From an optimization exercise on the open Yosys and OpenROAD flow, aimed at small area, a short achievable clock period and few clock cycles; shortcuts taken in it are not production practice. At most, simulation tests tie the RTL to the original design; equivalence was not proved.

==> job 6176: inputs <==
// csi_top
module csi_top (
	input  logic        clk,
	input  logic        rst_n,
	input  logic        start,
	output logic [17:0] sram_addr,
	output logic [15:0] sram_wdata,
	output logic        sram_we_n,
	input  logic [15:0] sram_rdata,
	output logic        done
);
export LEC_CHECK = 0
export CAP_MARGIN = 20
export CORE_MARGIN = 2
export CORE_UTILIZATION = 65
export CTS_CLUSTER_DIAMETER = 100
export CTS_CLUSTER_SIZE = 30
export PLACE_DENSITY = 0.75
export SLEW_MARGIN = 20
export SYNTH_HIERARCHICAL = 1
export SYNTH_MINIMUM_KEEP_SIZE = 0
create_clock -name core_clock -period 17.0 [get_ports {clk}]
standard.sh (not shown) runs the stock make flow with config.mk's settings and CLKGATE_MAP_FILE= SYNTH_SCRIPT=/design/flow/synth_recipe.tcl, a recipe that flattens the netlist after the stock synthesis.
==> flow/flow/run.sh <==
#!/bin/bash
# Standard ORFS layout with buf_2 port buffers, clock tree options below
# the constraints stay the design's.
set -euo pipefail
bash standard.sh "BUFFER_PORTS_ARGS=-buffer_cell sky130_fd_sc_hd__buf_2" \
  "CTS_ARGS=-sink_clustering_enable -repair_clock_nets -sink_clustering_size 30 -sink_clustering_max_diameter 100 -dont_use_dummy_load -sink_clustering_levels 1" \
  finish > flow.log 2>&1
==> job 7699 (differences from job 6176) <==
--- a/flow/design.v
+++ b/flow/design.v
@@ -804,107 +804,19 @@
 	else if (h[9] | h[8])
 		clip = 8'd255;
 	else
 		clip = h[7:0];
 endfunction
-wire [10:0] rb_h;
-wire rb_h_s0, rb_h_c0;
-csi_fa u_rb_h_0 (.a(rb_hs[0]), .b(rb_hc[0]), .c(rb_cy), .s(rb_h_s0), .co(rb_h_c0));
-assign rb_h[0] = rb_h_s0;
-wire rb_h_s1, rb_h_c1;
-csi_fa u_rb_h_1 (.a(rb_hs[1]), .b(rb_hc[1]), .c(rb_h_c0), .s(rb_h_s1), .co(rb_h_c1));
-assign rb_h[1] = rb_h_s1;
-wire rb_h_s2, rb_h_c2;
-csi_fa u_rb_h_2 (.a(rb_hs[2]), .b(rb_hc[2]), .c(rb_h_c1), .s(rb_h_s2), .co(rb_h_c2));
-assign rb_h[2] = rb_h_s2;
-wire rb_h_s3, rb_h_c3;
-csi_fa u_rb_h_3 (.a(rb_hs[3]), .b(rb_hc[3]), .c(rb_h_c2), .s(rb_h_s3), .co(rb_h_c3));
-assign rb_h[3] = rb_h_s3;
-wire rb_h_s4, rb_h_c4;
-csi_fa u_rb_h_4 (.a(rb_hs[4]), .b(rb_hc[4]), .c(rb_h_c3), .s(rb_h_s4), .co(rb_h_c4));
-assign rb_h[4] = rb_h_s4;
-wire rb_h_s5, rb_h_c5;
-csi_fa u_rb_h_5 (.a(rb_hs[5]), .b(rb_hc[5]), .c(rb_h_c4), .s(rb_h_s5), .co(rb_h_c5));
-assign rb_h[5] = rb_h_s5;
-wire rb_h_h0s6, rb_h_h0c6;
-csi_ha u_rb_h_h0_6 (.a(rb_hs[6]), .b(rb_hc[6]), .s(rb_h_h0s6), .co(rb_h_h0c6));
-wire rb_h_h0s7, rb_h_h0c7;
-csi_fa u_rb_h_h0_7 (.a(rb_hs[7]), .b(rb_hc[7]), .c(rb_h_h0c6), .s(rb_h_h0s7), .co(rb_h_h0c7));
-wire rb_h_h0s8, rb_h_h0c8;
-csi_fa u_rb_h_h0_8 (.a(rb_hs[8]), .b(rb_hc[8]), .c(rb_h_h0c7), .s(rb_h_h0s8), .co(rb_h_h0c8));
-wire rb_h_h0s9, rb_h_h0c9;
-csi_fa u_rb_h_h0_9 (.a(rb_hs[9]), .b(rb_hc[9]), .c(rb_h_h0c8), .s(rb_h_h0s9), .co(rb_h_h0c9));
-wire rb_h_h0s10, rb_h_h0c10;
-csi_fa u_rb_h_h0_10 (.a(rb_hs[10]), .b(rb_hc[10]), .c(rb_h_h0c9), .s(rb_h_h0s10), .co(rb_h_h0c10));
-wire rb_h_h1s6, rb_h_h1c6;
-assign rb_h_h1s6 = ~(rb_hs[6] ^ rb_hc[6]);
-assign rb_h_h1c6 = rb_hs[6] | rb_hc[6];
-wire rb_h_h1s7, rb_h_h1c7;
-csi_fa u_rb_h_h1_7 (.a(rb_hs[7]), .b(rb_hc[7]), .c(rb_h_h1c6), .s(rb_h_h1s7), .co(rb_h_h1c7));
-wire rb_h_h1s8, rb_h_h1c8;
-csi_fa u_rb_h_h1_8 (.a(rb_hs[8]), .b(rb_hc[8]), .c(rb_h_h1c7), .s(rb_h_h1s8), .co(rb_h_h1c8));
-wire rb_h_h1s9, rb_h_h1c9;
-csi_fa u_rb_h_h1_9 (.a(rb_hs[9]), .b(rb_hc[9]), .c(rb_h_h1c8), .s(rb_h_h1s9), .co(rb_h_h1c9));
-wire rb_h_h1s10, rb_h_h1c10;
-csi_fa u_rb_h_h1_10 (.a(rb_hs[10]), .b(rb_hc[10]), .c(rb_h_h1c9), .s(rb_h_h1s10), .co(rb_h_h1c10));
-assign rb_h[6] = rb_h_c5 ? rb_h_h1s6 : rb_h_h0s6;
-assign rb_h[7] = rb_h_c5 ? rb_h_h1s7 : rb_h_h0s7;
-assign rb_h[8] = rb_h_c5 ? rb_h_h1s8 : rb_h_h0s8;
-assign rb_h[9] = rb_h_c5 ? rb_h_h1s9 : rb_h_h0s9;
-assign rb_h[10] = rb_h_c5 ? rb_h_h1s10 : rb_h_h0s10;
-wire [10:0] g_h;
-wire g_h_s0, g_h_c0;
-csi_fa u_g_h_0 (.a(g_hs[0]), .b(g_hc[0]), .c(g_cy), .s(g_h_s0), .co(g_h_c0));
-assign g_h[0] = g_h_s0;
-wire g_h_s1, g_h_c1;
-csi_fa u_g_h_1 (.a(g_hs[1]), .b(g_hc[1]), .c(g_h_c0), .s(g_h_s1), .co(g_h_c1));
-assign g_h[1] = g_h_s1;
-wire g_h_s2, g_h_c2;
-csi_fa u_g_h_2 (.a(g_hs[2]), .b(g_hc[2]), .c(g_h_c1), .s(g_h_s2), .co(g_h_c2));
-assign g_h[2] = g_h_s2;
-wire g_h_s3, g_h_c3;
-csi_fa u_g_h_3 (.a(g_hs[3]), .b(g_hc[3]), .c(g_h_c2), .s(g_h_s3), .co(g_h_c3));
-assign g_h[3] = g_h_s3;
-wire g_h_s4, g_h_c4;
-csi_fa u_g_h_4 (.a(g_hs[4]), .b(g_hc[4]), .c(g_h_c3), .s(g_h_s4), .co(g_h_c4));
-assign g_h[4] = g_h_s4;
-wire g_h_s5, g_h_c5;
-csi_fa u_g_h_5 (.a(g_hs[5]), .b(g_hc[5]), .c(g_h_c4), .s(g_h_s5), .co(g_h_c5));
-assign g_h[5] = g_h_s5;
-wire g_h_h0s6, g_h_h0c6;
-csi_ha u_g_h_h0_6 (.a(g_hs[6]), .b(g_hc[6]), .s(g_h_h0s6), .co(g_h_h0c6));
-wire g_h_h0s7, g_h_h0c7;
-csi_fa u_g_h_h0_7 (.a(g_hs[7]), .b(g_hc[7]), .c(g_h_h0c6), .s(g_h_h0s7), .co(g_h_h0c7));
-wire g_h_h0s8, g_h_h0c8;
-csi_fa u_g_h_h0_8 (.a(g_hs[8]), .b(g_hc[8]), .c(g_h_h0c7), .s(g_h_h0s8), .co(g_h_h0c8));
-wire g_h_h0s9, g_h_h0c9;
-csi_fa u_g_h_h0_9 (.a(g_hs[9]), .b(g_hc[9]), .c(g_h_h0c8), .s(g_h_h0s9), .co(g_h_h0c9));
-wire g_h_h0s10, g_h_h0c10;
-csi_fa u_g_h_h0_10 (.a(g_hs[10]), .b(g_hc[10]), .c(g_h_h0c9), .s(g_h_h0s10), .co(g_h_h0c10));
-wire g_h_h1s6, g_h_h1c6;
-assign g_h_h1s6 = ~(g_hs[6] ^ g_hc[6]);
-assign g_h_h1c6 = g_hs[6] | g_hc[6];
-wire g_h_h1s7, g_h_h1c7;
-csi_fa u_g_h_h1_7 (.a(g_hs[7]), .b(g_hc[7]), .c(g_h_h1c6), .s(g_h_h1s7), .co(g_h_h1c7));
-wire g_h_h1s8, g_h_h1c8;
-csi_fa u_g_h_h1_8 (.a(g_hs[8]), .b(g_hc[8]), .c(g_h_h1c7), .s(g_h_h1s8), .co(g_h_h1c8));
-wire g_h_h1s9, g_h_h1c9;
-csi_fa u_g_h_h1_9 (.a(g_hs[9]), .b(g_hc[9]), .c(g_h_h1c8), .s(g_h_h1s9), .co(g_h_h1c9));
-wire g_h_h1s10, g_h_h1c10;
-csi_fa u_g_h_h1_10 (.a(g_hs[10]), .b(g_hc[10]), .c(g_h_h1c9), .s(g_h_h1s10), .co(g_h_h1c10));
-assign g_h[6] = g_h_c5 ? g_h_h1s6 : g_h_h0s6;
-assign g_h[7] = g_h_c5 ? g_h_h1s7 : g_h_h0s7;
-assign g_h[8] = g_h_c5 ? g_h_h1s8 : g_h_h0s8;
-assign g_h[9] = g_h_c5 ? g_h_h1s9 : g_h_h0s9;
-assign g_h[10] = g_h_c5 ? g_h_h1s10 : g_h_h0s10;
+wire [10:0] rb_h = rb_hs + rb_hc + {10'd0, rb_cy};
+wire [10:0] g_h  = g_hs + g_hc + {10'd0, g_cy};
 wire [7:0]  rb   = clip(rb_h);
 wire [7:0]  gg   = clip(g_h);
 logic [7:0] bbuf;
 always_ff @(posedge clk or negedge rst_n) begin
 	if (!rst_n) begin
-		run       <= 1'b0;
-		done      <= 1'b0;
+		run  <= 1'b0;
+		done <= 1'b0;
 		we   <= 1'b0;
 	end else begin
 		we   <= run & wact & (ph[1] | ph[3] | ph[4]);
 		if (!run) begin
 			if (start) begin
@@ -917,20 +829,20 @@
 		end
 	end
 end
 always_ff @(posedge clk) begin
 	if (!run) begin
-		ph  <= 5'b00001;
-		c   <= 16'd0;
+		ph   <= 5'b00001;
+		c    <= 16'd0;
 		col  <= 8'd155;
 		head <= 1'b0;
 		t157 <= 1'b0;
 		t158 <= 1'b0;
 		t159 <= 1'b0;
 		tn2  <= 1'b1;
 		tn3  <= 1'b1;
-		wc  <= RGB_BASE[16:0];
+		wc   <= RGB_BASE[16:0];
 	end else begin
 		ph <= {ph[3:0], ph[4]};
 		if (ph[4]) begin
 			c    <= c_inc;
 			col  <= t159 ? 8'd0 : col_inc;
==> flow/flow/run.sh (replaced) <==
#!/bin/bash
# Standard ORFS layout with buf_2 port buffers, clock tree options below, and
# timing repair aimed at a 4.3 ns path delay. The constraints stay the design's.
set -euo pipefail
bash standard.sh "BUFFER_PORTS_ARGS=-buffer_cell sky130_fd_sc_hd__buf_2" SETUP_SLACK_MARGIN=12.7 \
  "CTS_ARGS=-sink_clustering_enable -repair_clock_nets -sink_clustering_size 30 -sink_clustering_max_diameter 100 -dont_use_dummy_load -sink_clustering_levels 1" \
  finish > flow.log 2>&1
==> job 3916 (differences from job 6176) <==
==> flow/flow/run.sh (replaced) <==
#!/bin/bash
# Standard ORFS layout with buf_2 port buffers, clock tree options below, and
# timing repair aimed at a 4.3 ns path delay. The constraints stay the design's.
set -euo pipefail
bash standard.sh "BUFFER_PORTS_ARGS=-buffer_cell sky130_fd_sc_hd__buf_2" SETUP_SLACK_MARGIN=12.7 \
  "CTS_ARGS=-sink_clustering_enable -repair_clock_nets -sink_clustering_size 30 -sink_clustering_max_diameter 100 -dont_use_dummy_load -sink_clustering_levels 1" \
  finish > flow.log 2>&1
==> summary.txt <==
Layout
  • Filler Cells Inserted: 1958
  • Area growth, synth to finish: 7.08%

Floorplanning
  • Die height: 175 um

Worst setup path
  • R2R Path End: xcur[7]$_DFF_P_

Status
  • Outcome: finished clean
Source of the figures above: job 3916

==> summary.txt <==
Layout
  • Area growth, synth to finish: 5.41%
  • Filler Cells Inserted: 1967

Worst setup path
  • R2R Path End: xcur[5]$_DFF_P_

Status
  • Outcome: finished clean
Source of the figures above: job 6176

==> summary.txt <==
Layout
  • Final instance area: approximately 20000 um2
  • Filler Cells Inserted: 2107
  • Multi-input gate area: between 10000 and 15000 um2

Floorplanning
  • Die height: ~180 um

Synthesis
  • Largest family of logic cells by synthesized area: adder cells

Timing
  • Fmax: 0.225 GHz

Status
  • Outcome: finished clean

Worst setup path
  • R2R Path End: ic[7]$_DFF_P_
Source of the figures above: job 7699

Testbench counts of job 7699, summed over its fixed seeds: cycles 2,304,324.
Only the layout flow was run in job 6176 and job 3916; the RTL was not checked for function there.

-- afterwards: timing with drivers on the ports --
How much do the figures lean on ideal ports? The routed layouts below were timed once more, with nothing changed but the port constraints. Step 1, drivers: a clkbuf_16 drives clk and a buf_2 each remaining input, both assumed. Step 2 also shifts input and output timing later by t, the mid clock arrival at the registers, as if the neighbouring blocks saw the same clock. Three values: no drivers, after step 1, after step 2; two values: the first two.
run	shift t [ns]	setup slack, ns	worst setup path after step 2	cell pins on the clock port's net
job 6176	0.544	12.554 / 12.502 / 12.558	register to register	1
job 7699	0.542	12.552 / 12.501 / 12.793	register to register	1
job 3916	0.541	12.541 / 12.489 / 12.794	register to register	1
After both steps every run listed still meets setup and hold.
